This design comes from an exercise in tuning for small area on the open sky130 flow, not from production work. Where RTL was checked, it was by simulation tests only, not by an equivalence proof against the original.

==> run a <==
// processing_element
module processing_element(activation, weight, out, clk, rst);
parameter NON_ZERO_WEIGHTS = 108,
          SPECIAL_CASE = 0,
          FRACTIONAL_BITS = 8,
          BIT_SIZE = 16;
output reg signed [BIT_SIZE-1:0] out;
input [BIT_SIZE-1:0] activation, weight;
input clk, rst;
reg [23:0] s;
reg [15:0] d1, d2, d3, d4;
reg [6:0] cnt;       
reg valid;           
wire load = (cnt == 0);
wire [23:0] nxt;
wire one1;
wire two2;
wire neg3;
wire x4;
wire x5;
wire x6;
wire x7;
wire x8;
wire x9;
wire x10;
wire x11;
wire x12;
wire x13;
wire x14;
wire x15;
wire x16;
wire x17;
wire x18;
wire x19;
wire pp20;
wire pp21;
wire pp22;
wire pp23;
wire pp24;
wire pp25;
wire pp26;
wire pp27;
wire pp28;
wire pp29;
wire pp30;
wire pp31;
wire pp32;
wire pp33;
wire pp34;
wire pp35;
wire pp36;
wire one37;
wire two38;
wire neg39;
wire x40;
wire x41;
wire x42;
wire x43;
wire x44;
wire x45;
wire x46;
wire x47;
wire x48;
wire x49;
wire x50;
wire x51;
wire x52;
wire x53;
wire x54;
wire x55;
wire pp56;
wire pp57;
wire pp58;
wire pp59;
wire pp60;
wire pp61;
wire pp62;
wire pp63;
wire pp64;
wire pp65;
wire pp66;
wire pp67;
wire pp68;
wire pp69;
wire pp70;
wire pp71;
wire pp72;
wire one73;
wire two74;
wire neg75;
wire x76;
wire x77;
wire x78;
wire x79;
wire x80;
wire x81;
wire x82;
wire x83;
wire x84;
wire x85;
wire x86;
wire x87;
wire x88;
wire x89;
wire x90;
wire x91;
wire pp92;
wire pp93;
wire pp94;
wire pp95;
wire pp96;
wire pp97;
wire pp98;
wire pp99;
wire pp100;
wire pp101;
wire pp102;
wire pp103;
wire pp104;
wire pp105;
wire pp106;
wire pp107;
wire pp108;
  ...
==> flow/config.mk <==
export PLATFORM = sky130hd
export DESIGN_NAME = processing_element
export DESIGN_NICKNAME = processing_element
export VERILOG_FILES = /design/flow/design.v
export SDC_FILE = /design/flow/constraint.sdc
export NUM_CORES = 4
export LEC_CHECK = 0
export CAP_MARGIN = 20
export CORE_MARGIN = 2
export CORE_UTILIZATION = 40
export CTS_BUF_LIST = sky130_fd_sc_hd__clkbuf_8
export GPL_TIMING_DRIVEN = 0
export SLEW_MARGIN = 20
export SYNTH_HIERARCHICAL = 1
==> flow/constraint.sdc <==
create_clock -name core_clock -period 6.5 [get_ports {clk}]
set_input_delay 1.3000 -clock core_clock [delete_from_list [all_inputs] [get_ports {clk}]]
set_output_delay 1.3000 -clock core_clock [all_outputs]
set_load 0.01 [all_outputs]
standard.sh (not shown) runs the stock make flow with config.mk's settings and CLKGATE_MAP_FILE= SYNTH_SCRIPT=/design/flow/synth_recipe.tcl, a recipe that flattens the netlist after the stock synthesis.
==> flow/flow/run.sh <==
#!/bin/bash
# Standard layout, with ports buffered by a small buffer instead of ORFS's default choice.
set -euo pipefail
export BUFFER_PORTS_ARGS="-buffer_cell sky130_fd_sc_hd__buf_2"
bash standard.sh > standard_flow.log 2>&1
==> inputs of run b, as changes to run a <==
--- a/flow/design.v
+++ b/flow/design.v
@@ -4,12 +4,12 @@
           FRACTIONAL_BITS = 8,
           BIT_SIZE = 16;
 output reg signed [BIT_SIZE-1:0] out;
 input [BIT_SIZE-1:0] activation, weight;
 input clk, rst;
-reg [23:0] s;
-reg [15:0] d1, d2, d3, d4;
+reg [23:0] s_n;        
+reg [15:0] d1, d2, d3, d4;   
 reg [6:0] cnt;       
 reg valid;           
 wire load = (cnt == 0);
 wire [23:0] nxt;
 wire one1;
@@ -949,34 +949,34 @@
 pe_a22o u_sel108 (.a(one238), .b(x246), .c(two239), .d(x245), .y(pp256));
 pe_a22o u_sel109 (.a(one238), .b(x247), .c(two239), .d(x246), .y(pp257));
 pe_a22o u_sel110 (.a(one238), .b(x248), .c(two239), .d(x247), .y(pp258));
 pe_a22o u_sel111 (.a(one238), .b(x249), .c(two239), .d(x248), .y(pp259));
 pe_a22o u_sel112 (.a(one238), .b(x250), .c(two239), .d(x249), .y(pp260));
-assign ac261 = s[0] & ~load;
-assign ac262 = s[1] & ~load;
-assign ac263 = s[2] & ~load;
-assign ac264 = s[3] & ~load;
-assign ac265 = s[4] & ~load;
-assign ac266 = s[5] & ~load;
-assign ac267 = s[6] & ~load;
-assign ac268 = s[7] & ~load;
-assign ac269 = s[8] & ~load;
-assign ac270 = s[9] & ~load;
-assign ac271 = s[10] & ~load;
-assign ac272 = s[11] & ~load;
-assign ac273 = s[12] & ~load;
-assign ac274 = s[13] & ~load;
-assign ac275 = s[14] & ~load;
-assign ac276 = s[15] & ~load;
-assign ac277 = s[16] & ~load;
-assign ac278 = s[17] & ~load;
-assign ac279 = s[18] & ~load;
-assign ac280 = s[19] & ~load;
-assign ac281 = s[20] & ~load;
-assign ac282 = s[21] & ~load;
-assign ac283 = s[22] & ~load;
-assign ac284 = s[23] & ~load;
+assign ac261 = ~(s_n[0] | load);
+assign ac262 = ~(s_n[1] | load);
+assign ac263 = ~(s_n[2] | load);
+assign ac264 = ~(s_n[3] | load);
+assign ac265 = ~(s_n[4] | load);
+assign ac266 = ~(s_n[5] | load);
+assign ac267 = ~(s_n[6] | load);
+assign ac268 = ~(s_n[7] | load);
+assign ac269 = ~(s_n[8] | load);
+assign ac270 = ~(s_n[9] | load);
+assign ac271 = ~(s_n[10] | load);
+assign ac272 = ~(s_n[11] | load);
+assign ac273 = ~(s_n[12] | load);
+assign ac274 = ~(s_n[13] | load);
+assign ac275 = ~(s_n[14] | load);
+assign ac276 = ~(s_n[15] | load);
+assign ac277 = ~(s_n[16] | load);
+assign ac278 = ~(s_n[17] | load);
+assign ac279 = ~(s_n[18] | load);
+assign ac280 = ~(s_n[19] | load);
+assign ac281 = ~(s_n[20] | load);
+assign ac282 = ~(s_n[21] | load);
+assign ac283 = ~(s_n[22] | load);
+assign ac284 = ~(s_n[23] | load);
 pe_ha u_ha113 (.a(ac275), .b(neg240), .s(hs285), .co(hc286));
 pe_ha u_ha114 (.a(ac276), .b(pp35), .s(hs287), .co(hc288));
 pe_fa u_fa115 (.a(1'b1), .b(ac277), .c(pp36), .s(fs289), .co(fc290));
 pe_ha u_ha116 (.a(1'b1), .b(ac278), .s(hs291), .co(hc292));
 pe_ha u_ha117 (.a(ac269), .b(neg147), .s(hs293), .co(hc294));
@@ -1274,23 +1274,23 @@
 assign nxt[20] = (p569 ^ G670);
 assign nxt[21] = (p571 ^ G672);
 assign nxt[22] = (p573 ^ G674);
 assign nxt[23] = (p575 ^ G676);
 always @(posedge clk) begin
-  s <= nxt;
-  d1 <= s[FRACTIONAL_BITS+15:FRACTIONAL_BITS];
+  s_n <= ~nxt;
+  d1 <= s_n[FRACTIONAL_BITS+15:FRACTIONAL_BITS];
   d2 <= d1;
   d3 <= d2;
   d4 <= d3;
   if (!rst) begin
     cnt <= 0;
     valid <= 1'b0;
     out <= 0;
   end else begin
     cnt <= (cnt == NON_ZERO_WEIGHTS - 1) ? 7'd0 : cnt + 7'd1;
     valid <= valid | (cnt == 4);
-    out <= valid ? d4 : 16'd0;
+    out <= valid ? ~d4 : 16'd0;
   end
 end
 endmodule
 module pe_fa(a, b, c, s, co);
 input a, b, c;
==> flow/flow/run.sh (replaced) <==
#!/bin/bash
# Standard layout, with ports buffered by a small buffer instead of ORFS's default choice.
set -euo pipefail
export BUFFER_PORTS_ARGS="-buffer_cell sky130_fd_sc_hd__buf_1"
bash standard.sh > standard_flow.log 2>&1
- CORE_UTILIZATION: 40 -> 60
==> qor summary <==
item	run a	run b
Place WS	-0.689 ns	-0.698 ns
Cell with the most instances after synthesis	sky130_fd_sc_hd__xnor2_1	sky130_fd_sc_hd__a22o_1
Top cell type's share of synthesized area	0.261	0.263
Detail Route met3 WL	543 um	1.09 mm
GR Util met1	0.247	0.360
Overall track demand over capacity in global routing	0.170	0.259
Run status	no timing/DRC/antenna violations	no timing/DRC/antenna violations
Non-clock buffering overhead in the final layout	0.0355	0.0319
Share of final-layout standard cells stronger than drive strength 1	0.0882	0.0745
Vias in the first global route	5526	5853
Gate count after technology mapping	765	756
Worst reg-to-reg setup slack	0.71 ns	0.49 ns
Post-synth cell types	47	53
Cell area after synthesis	8580 sq um	8520 sq um
Final Skew	0.0114 ns	0.0155 ns
Final HPWL DP	15.4 mm	15.0 mm
Endpoint of the worst setup timing path	s[16]	s_n[23]

==> job 2274 <==
Another version of the RTL of processing_element (not shown whole).
Settings: LEC_CHECK=0, CAP_MARGIN=0, CORE_MARGIN=2, CORE_UTILIZATION=40, CTS_BUF_LIST=sky130_fd_sc_hd__clkbuf_8, GPL_TIMING_DRIVEN=0, SLEW_MARGIN=0, SYNTH_HIERARCHICAL=1; clock period 6.5 ns.
==> flow/flow/run.sh <==
#!/bin/bash
# The standard layout (standard.sh, unchanged synthesis) with a few ORFS knobs:
#  - ports buffered with the smallest buffer instead of ORFS's default pick,
#  - synthesis buffers removed before placement (repair_design re-buffers),
#  - power recovery (downsizing of non-critical cells) after global routing,
#  - CTS without dummy load cells.
# All tool output goes to standard_flow.log here and ORFS's own logs under orfs/logs.
set -euo pipefail
export BUFFER_PORTS_ARGS="-buffer_cell sky130_fd_sc_hd__buf_1"
export REMOVE_ABC_BUFFERS=1
export RECOVER_POWER=100
export CTS_ARGS="-sink_clustering_enable -repair_clock_nets -buf_list sky130_fd_sc_hd__clkbuf_8 -dont_use_dummy_load"
bash standard.sh > standard_flow.log 2>&1
==> job 5997 (differences from job 2274) <==
--- a/flow/design.v
+++ b/flow/design.v
@@ -699,25 +699,25 @@
 assign two2 = (weight[1] & ~weight[0] & ~1'b0) | (~weight[1] & weight[0] & 1'b0);
 assign neg3 = weight[1] & ~(weight[0] & 1'b0);
 assign none4 = ~one1;
 assign ntwo5 = ~two2;
 assign nx6 = ~(activation[0] ^ weight[1]);
-assign nx7 = ~(activation[1] ^ neg3);
+assign nx7 = ~(activation[1] ^ weight[1]);
 assign nx8 = ~(activation[2] ^ weight[1]);
-assign nx9 = ~(activation[3] ^ neg3);
+assign nx9 = ~(activation[3] ^ weight[1]);
 assign nx10 = ~(activation[4] ^ weight[1]);
-assign nx11 = ~(activation[5] ^ neg3);
+assign nx11 = ~(activation[5] ^ weight[1]);
 assign nx12 = ~(activation[6] ^ weight[1]);
-assign nx13 = ~(activation[7] ^ neg3);
+assign nx13 = ~(activation[7] ^ weight[1]);
 assign nx14 = ~(activation[8] ^ weight[1]);
-assign nx15 = ~(activation[9] ^ neg3);
+assign nx15 = ~(activation[9] ^ weight[1]);
 assign nx16 = ~(activation[10] ^ weight[1]);
-assign nx17 = ~(activation[11] ^ neg3);
+assign nx17 = ~(activation[11] ^ weight[1]);
 assign nx18 = ~(activation[12] ^ weight[1]);
-assign nx19 = ~(activation[13] ^ neg3);
+assign nx19 = ~(activation[13] ^ weight[1]);
 assign nx20 = ~(activation[14] ^ weight[1]);
-assign nx21 = ~(activation[15] ^ neg3);
+assign nx21 = ~(activation[15] ^ weight[1]);
 assign pp22 = ((one1 & ~nx6) | (two2 & weight[1]));
 pe_o22ai u_sel1 (.a(none4), .b(nx7), .c(ntwo5), .d(nx6), .y(pp23));
 pe_o22ai u_sel2 (.a(none4), .b(nx8), .c(ntwo5), .d(nx7), .y(pp24));
 pe_o22ai u_sel3 (.a(none4), .b(nx9), .c(ntwo5), .d(nx8), .y(pp25));
 pe_o22ai u_sel4 (.a(none4), .b(nx10), .c(ntwo5), .d(nx9), .y(pp26));
@@ -737,25 +737,25 @@
 assign two40 = (weight[3] & ~weight[2] & ~weight[1]) | (~weight[3] & weight[2] & weight[1]);
 assign neg41 = weight[3] & ~(weight[2] & weight[1]);
 assign none42 = ~one39;
 assign ntwo43 = ~two40;
 assign nx44 = ~(activation[0] ^ weight[3]);
-assign nx45 = ~(activation[1] ^ neg41);
+assign nx45 = ~(activation[1] ^ weight[3]);
 assign nx46 = ~(activation[2] ^ weight[3]);
-assign nx47 = ~(activation[3] ^ neg41);
+assign nx47 = ~(activation[3] ^ weight[3]);
 assign nx48 = ~(activation[4] ^ weight[3]);
-assign nx49 = ~(activation[5] ^ neg41);
+assign nx49 = ~(activation[5] ^ weight[3]);
 assign nx50 = ~(activation[6] ^ weight[3]);
-assign nx51 = ~(activation[7] ^ neg41);
+assign nx51 = ~(activation[7] ^ weight[3]);
 assign nx52 = ~(activation[8] ^ weight[3]);
-assign nx53 = ~(activation[9] ^ neg41);
+assign nx53 = ~(activation[9] ^ weight[3]);
 assign nx54 = ~(activation[10] ^ weight[3]);
-assign nx55 = ~(activation[11] ^ neg41);
+assign nx55 = ~(activation[11] ^ weight[3]);
 assign nx56 = ~(activation[12] ^ weight[3]);
-assign nx57 = ~(activation[13] ^ neg41);
+assign nx57 = ~(activation[13] ^ weight[3]);
 assign nx58 = ~(activation[14] ^ weight[3]);
-assign nx59 = ~(activation[15] ^ neg41);
+assign nx59 = ~(activation[15] ^ weight[3]);
 assign pp60 = ((one39 & ~nx44) | (two40 & weight[3]));
 pe_o22ai u_sel17 (.a(none42), .b(nx45), .c(ntwo43), .d(nx44), .y(pp61));
 pe_o22ai u_sel18 (.a(none42), .b(nx46), .c(ntwo43), .d(nx45), .y(pp62));
 pe_o22ai u_sel19 (.a(none42), .b(nx47), .c(ntwo43), .d(nx46), .y(pp63));
 pe_o22ai u_sel20 (.a(none42), .b(nx48), .c(ntwo43), .d(nx47), .y(pp64));
@@ -775,25 +775,25 @@
 assign two78 = (weight[5] & ~weight[4] & ~weight[3]) | (~weight[5] & weight[4] & weight[3]);
 assign neg79 = weight[5] & ~(weight[4] & weight[3]);
 assign none80 = ~one77;
 assign ntwo81 = ~two78;
 assign nx82 = ~(activation[0] ^ weight[5]);
-assign nx83 = ~(activation[1] ^ neg79);
+assign nx83 = ~(activation[1] ^ weight[5]);
 assign nx84 = ~(activation[2] ^ weight[5]);
-assign nx85 = ~(activation[3] ^ neg79);
+assign nx85 = ~(activation[3] ^ weight[5]);
 assign nx86 = ~(activation[4] ^ weight[5]);
-assign nx87 = ~(activation[5] ^ neg79);
+assign nx87 = ~(activation[5] ^ weight[5]);
 assign nx88 = ~(activation[6] ^ weight[5]);
-assign nx89 = ~(activation[7] ^ neg79);
+assign nx89 = ~(activation[7] ^ weight[5]);
 assign nx90 = ~(activation[8] ^ weight[5]);
-assign nx91 = ~(activation[9] ^ neg79);
+assign nx91 = ~(activation[9] ^ weight[5]);
 assign nx92 = ~(activation[10] ^ weight[5]);
-assign nx93 = ~(activation[11] ^ neg79);
+assign nx93 = ~(activation[11] ^ weight[5]);
 assign nx94 = ~(activation[12] ^ weight[5]);
-assign nx95 = ~(activation[13] ^ neg79);
+assign nx95 = ~(activation[13] ^ weight[5]);
 assign nx96 = ~(activation[14] ^ weight[5]);
-assign nx97 = ~(activation[15] ^ neg79);
+assign nx97 = ~(activation[15] ^ weight[5]);
 assign pp98 = ((one77 & ~nx82) | (two78 & weight[5]));
 pe_o22ai u_sel33 (.a(none80), .b(nx83), .c(ntwo81), .d(nx82), .y(pp99));
 pe_o22ai u_sel34 (.a(none80), .b(nx84), .c(ntwo81), .d(nx83), .y(pp100));
 pe_o22ai u_sel35 (.a(none80), .b(nx85), .c(ntwo81), .d(nx84), .y(pp101));
 pe_o22ai u_sel36 (.a(none80), .b(nx86), .c(ntwo81), .d(nx85), .y(pp102));
@@ -813,25 +813,25 @@
 assign two116 = (weight[7] & ~weight[6] & ~weight[5]) | (~weight[7] & weight[6] & weight[5]);
 assign neg117 = weight[7] & ~(weight[6] & weight[5]);
 assign none118 = ~one115;
 assign ntwo119 = ~two116;
 assign nx120 = ~(activation[0] ^ weight[7]);
-assign nx121 = ~(activation[1] ^ neg117);
+assign nx121 = ~(activation[1] ^ weight[7]);
 assign nx122 = ~(activation[2] ^ weight[7]);
-assign nx123 = ~(activation[3] ^ neg117);
+assign nx123 = ~(activation[3] ^ weight[7]);
 assign nx124 = ~(activation[4] ^ weight[7]);
-assign nx125 = ~(activation[5] ^ neg117);
+assign nx125 = ~(activation[5] ^ weight[7]);
 assign nx126 = ~(activation[6] ^ weight[7]);
-assign nx127 = ~(activation[7] ^ neg117);
+assign nx127 = ~(activation[7] ^ weight[7]);
 assign nx128 = ~(activation[8] ^ weight[7]);
-assign nx129 = ~(activation[9] ^ neg117);
+assign nx129 = ~(activation[9] ^ weight[7]);
 assign nx130 = ~(activation[10] ^ weight[7]);
-assign nx131 = ~(activation[11] ^ neg117);
+assign nx131 = ~(activation[11] ^ weight[7]);
 assign nx132 = ~(activation[12] ^ weight[7]);
-assign nx133 = ~(activation[13] ^ neg117);
+assign nx133 = ~(activation[13] ^ weight[7]);
 assign nx134 = ~(activation[14] ^ weight[7]);
-assign nx135 = ~(activation[15] ^ neg117);
+assign nx135 = ~(activation[15] ^ weight[7]);
 assign pp136 = ((one115 & ~nx120) | (two116 & weight[7]));
 pe_o22ai u_sel49 (.a(none118), .b(nx121), .c(ntwo119), .d(nx120), .y(pp137));
 pe_o22ai u_sel50 (.a(none118), .b(nx122), .c(ntwo119), .d(nx121), .y(pp138));
 pe_o22ai u_sel51 (.a(none118), .b(nx123), .c(ntwo119), .d(nx122), .y(pp139));
 pe_o22ai u_sel52 (.a(none118), .b(nx124), .c(ntwo119), .d(nx123), .y(pp140));
@@ -851,25 +851,25 @@
 assign two154 = (weight[9] & ~weight[8] & ~weight[7]) | (~weight[9] & weight[8] & weight[7]);
 assign neg155 = weight[9] & ~(weight[8] & weight[7]);
 assign none156 = ~one153;
 assign ntwo157 = ~two154;
 assign nx158 = ~(activation[0] ^ weight[9]);
-assign nx159 = ~(activation[1] ^ neg155);
+assign nx159 = ~(activation[1] ^ weight[9]);
 assign nx160 = ~(activation[2] ^ weight[9]);
-assign nx161 = ~(activation[3] ^ neg155);
+assign nx161 = ~(activation[3] ^ weight[9]);
 assign nx162 = ~(activation[4] ^ weight[9]);
-assign nx163 = ~(activation[5] ^ neg155);
+assign nx163 = ~(activation[5] ^ weight[9]);
 assign nx164 = ~(activation[6] ^ weight[9]);
-assign nx165 = ~(activation[7] ^ neg155);
+assign nx165 = ~(activation[7] ^ weight[9]);
 assign nx166 = ~(activation[8] ^ weight[9]);
-assign nx167 = ~(activation[9] ^ neg155);
+assign nx167 = ~(activation[9] ^ weight[9]);
 assign nx168 = ~(activation[10] ^ weight[9]);
-assign nx169 = ~(activation[11] ^ neg155);
+assign nx169 = ~(activation[11] ^ weight[9]);
 assign nx170 = ~(activation[12] ^ weight[9]);
-assign nx171 = ~(activation[13] ^ neg155);
+assign nx171 = ~(activation[13] ^ weight[9]);
 assign nx172 = ~(activation[14] ^ weight[9]);
-assign nx173 = ~(activation[15] ^ neg155);
+assign nx173 = ~(activation[15] ^ weight[9]);
 assign pp174 = ((one153 & ~nx158) | (two154 & weight[9]));
 pe_o22ai u_sel65 (.a(none156), .b(nx159), .c(ntwo157), .d(nx158), .y(pp175));
 pe_o22ai u_sel66 (.a(none156), .b(nx160), .c(ntwo157), .d(nx159), .y(pp176));
 pe_o22ai u_sel67 (.a(none156), .b(nx161), .c(ntwo157), .d(nx160), .y(pp177));
 pe_o22ai u_sel68 (.a(none156), .b(nx162), .c(ntwo157), .d(nx161), .y(pp178));
@@ -888,23 +888,23 @@
 assign two191 = (weight[11] & ~weight[10] & ~weight[9]) | (~weight[11] & weight[10] & weight[9]);
 assign neg192 = weight[11] & ~(weight[10] & weight[9]);
 assign none193 = ~one190;
 assign ntwo194 = ~two191;
 assign nx195 = ~(activation[0] ^ weight[11]);
-assign nx196 = ~(activation[1] ^ neg192);
+assign nx196 = ~(activation[1] ^ weight[11]);
 assign nx197 = ~(activation[2] ^ weight[11]);
-assign nx198 = ~(activation[3] ^ neg192);
+assign nx198 = ~(activation[3] ^ weight[11]);
 assign nx199 = ~(activation[4] ^ weight[11]);
-assign nx200 = ~(activation[5] ^ neg192);
+assign nx200 = ~(activation[5] ^ weight[11]);
 assign nx201 = ~(activation[6] ^ weight[11]);
-assign nx202 = ~(activation[7] ^ neg192);
+assign nx202 = ~(activation[7] ^ weight[11]);
 assign nx203 = ~(activation[8] ^ weight[11]);
-assign nx204 = ~(activation[9] ^ neg192);
+assign nx204 = ~(activation[9] ^ weight[11]);
 assign nx205 = ~(activation[10] ^ weight[11]);
-assign nx206 = ~(activation[11] ^ neg192);
+assign nx206 = ~(activation[11] ^ weight[11]);
 assign nx207 = ~(activation[12] ^ weight[11]);
-assign nx208 = ~(activation[13] ^ neg192);
+assign nx208 = ~(activation[13] ^ weight[11]);
 assign pp209 = ((one190 & ~nx195) | (two191 & weight[11]));
 pe_o22ai u_sel80 (.a(none193), .b(nx196), .c(ntwo194), .d(nx195), .y(pp210));
 pe_o22ai u_sel81 (.a(none193), .b(nx197), .c(ntwo194), .d(nx196), .y(pp211));
 pe_o22ai u_sel82 (.a(none193), .b(nx198), .c(ntwo194), .d(nx197), .y(pp212));
 pe_o22ai u_sel83 (.a(none193), .b(nx199), .c(ntwo194), .d(nx198), .y(pp213));
@@ -921,21 +921,21 @@
 assign two224 = (weight[13] & ~weight[12] & ~weight[11]) | (~weight[13] & weight[12] & weight[11]);
 assign neg225 = weight[13] & ~(weight[12] & weight[11]);
 assign none226 = ~one223;
 assign ntwo227 = ~two224;
 assign nx228 = ~(activation[0] ^ weight[13]);
-assign nx229 = ~(activation[1] ^ neg225);
+assign nx229 = ~(activation[1] ^ weight[13]);
 assign nx230 = ~(activation[2] ^ weight[13]);
-assign nx231 = ~(activation[3] ^ neg225);
+assign nx231 = ~(activation[3] ^ weight[13]);
 assign nx232 = ~(activation[4] ^ weight[13]);
-assign nx233 = ~(activation[5] ^ neg225);
+assign nx233 = ~(activation[5] ^ weight[13]);
 assign nx234 = ~(activation[6] ^ weight[13]);
-assign nx235 = ~(activation[7] ^ neg225);
+assign nx235 = ~(activation[7] ^ weight[13]);
 assign nx236 = ~(activation[8] ^ weight[13]);
-assign nx237 = ~(activation[9] ^ neg225);
+assign nx237 = ~(activation[9] ^ weight[13]);
 assign nx238 = ~(activation[10] ^ weight[13]);
-assign nx239 = ~(activation[11] ^ neg225);
+assign nx239 = ~(activation[11] ^ weight[13]);
 assign pp240 = ((one223 & ~nx228) | (two224 & weight[13]));
 pe_o22ai u_sel93 (.a(none226), .b(nx229), .c(ntwo227), .d(nx228), .y(pp241));
 pe_o22ai u_sel94 (.a(none226), .b(nx230), .c(ntwo227), .d(nx229), .y(pp242));
 pe_o22ai u_sel95 (.a(none226), .b(nx231), .c(ntwo227), .d(nx230), .y(pp243));
 pe_o22ai u_sel96 (.a(none226), .b(nx232), .c(ntwo227), .d(nx231), .y(pp244));
@@ -950,19 +950,19 @@
 assign two253 = (weight[15] & ~weight[14] & ~weight[13]) | (~weight[15] & weight[14] & weight[13]);
 assign neg254 = weight[15] & ~(weight[14] & weight[13]);
 assign none255 = ~one252;
 assign ntwo256 = ~two253;
 assign nx257 = ~(activation[0] ^ weight[15]);
-assign nx258 = ~(activation[1] ^ neg254);
+assign nx258 = ~(activation[1] ^ weight[15]);
 assign nx259 = ~(activation[2] ^ weight[15]);
-assign nx260 = ~(activation[3] ^ neg254);
+assign nx260 = ~(activation[3] ^ weight[15]);
 assign nx261 = ~(activation[4] ^ weight[15]);
-assign nx262 = ~(activation[5] ^ neg254);
+assign nx262 = ~(activation[5] ^ weight[15]);
 assign nx263 = ~(activation[6] ^ weight[15]);
-assign nx264 = ~(activation[7] ^ neg254);
+assign nx264 = ~(activation[7] ^ weight[15]);
 assign nx265 = ~(activation[8] ^ weight[15]);
-assign nx266 = ~(activation[9] ^ neg254);
+assign nx266 = ~(activation[9] ^ weight[15]);
 assign pp267 = ((one252 & ~nx257) | (two253 & weight[15]));
 pe_o22ai u_sel104 (.a(none255), .b(nx258), .c(ntwo256), .d(nx257), .y(pp268));
 pe_o22ai u_sel105 (.a(none255), .b(nx259), .c(ntwo256), .d(nx258), .y(pp269));
 pe_o22ai u_sel106 (.a(none255), .b(nx260), .c(ntwo256), .d(nx259), .y(pp270));
 pe_o22ai u_sel107 (.a(none255), .b(nx261), .c(ntwo256), .d(nx260), .y(pp271));
==> run notes <==
outcome no timing/DRC/antenna violations; final instance area 8430 µm²; area of the multi-input gates 5430 µm²; multi-input logic portion of the cell area 0.645; DP Worst Slack -0.789 ns; global-route wire length before repair 27100 µm; Final Wtd Congestion 0.860; vias in the first global route 5156; met1 usage 0.243; clock-cell share of area 0.0147; Hold EP d2[0]$_DFF_P_
[end of results for job 2274]
==> run notes <==
DP Worst Slack -0.762 ns; outcome no timing/DRC/antenna violations; clock-cell share of area 0.0147; DR pass1 iterations 4; final instance area 8410 µm²; area of the multi-input gates approximately 5400 µm²; global-route wire length before repair 25800 µm; met1 usage 0.230; Final Wtd Congestion 0.862; vias in the first global route approximately 5000
[end of results for job 5997]
No functional check of the RTL was part of job 2274.

## separate check: timing with driven ports
How much do the figures lean on ideal ports? The routed layouts below were timed once more, with nothing changed but the port constraints. Step 1 sets driving cells, clkbuf_16 on the clock port and buf_2 on the other inputs (assumed; they add their load-dependent delay and slew). Step 2 adds t to the input delays and takes it off the output delays; t is the mean of the earliest and latest rising clock arrival at the registers after step 1. Input paths then give back, and output paths get back, about the clock's delay inside the block. a / b / c = no drivers / after step 1 / after step 2; a / b = the first two.
run | shift t [ns] | setup WS [ns] | worst hold slack (ns) | clock arrival spread, ns | pins driven straight from the clock port
run a | 0.407 | 0.241 / 0.256 / -0.151 | 0.324 / 0.324 / 0.324 | 0.012 / 0.012 | 1
run b | 0.417 | 0.255 / 0.276 / -0.141 | 0.319 / 0.319 / 0.319 | 0.016 / 0.016 | 1
job 2274 | 0.381 | 0.228 / 0.243 / -0.138 | 0.303 / 0.303 / 0.303 | 0.044 / 0.045 | 1
job 5997 | 0.383 | 0.272 / 0.276 / -0.107 | 0.302 / 0.302 / 0.302 | 0.045 / 0.045 | 1
With both steps, setup timing fails in every run listed, where it was met with ideal ports. For run b, which loses most, drivers alone change the setup slack by +0.021 ns; drivers and shift together by -0.396 ns.
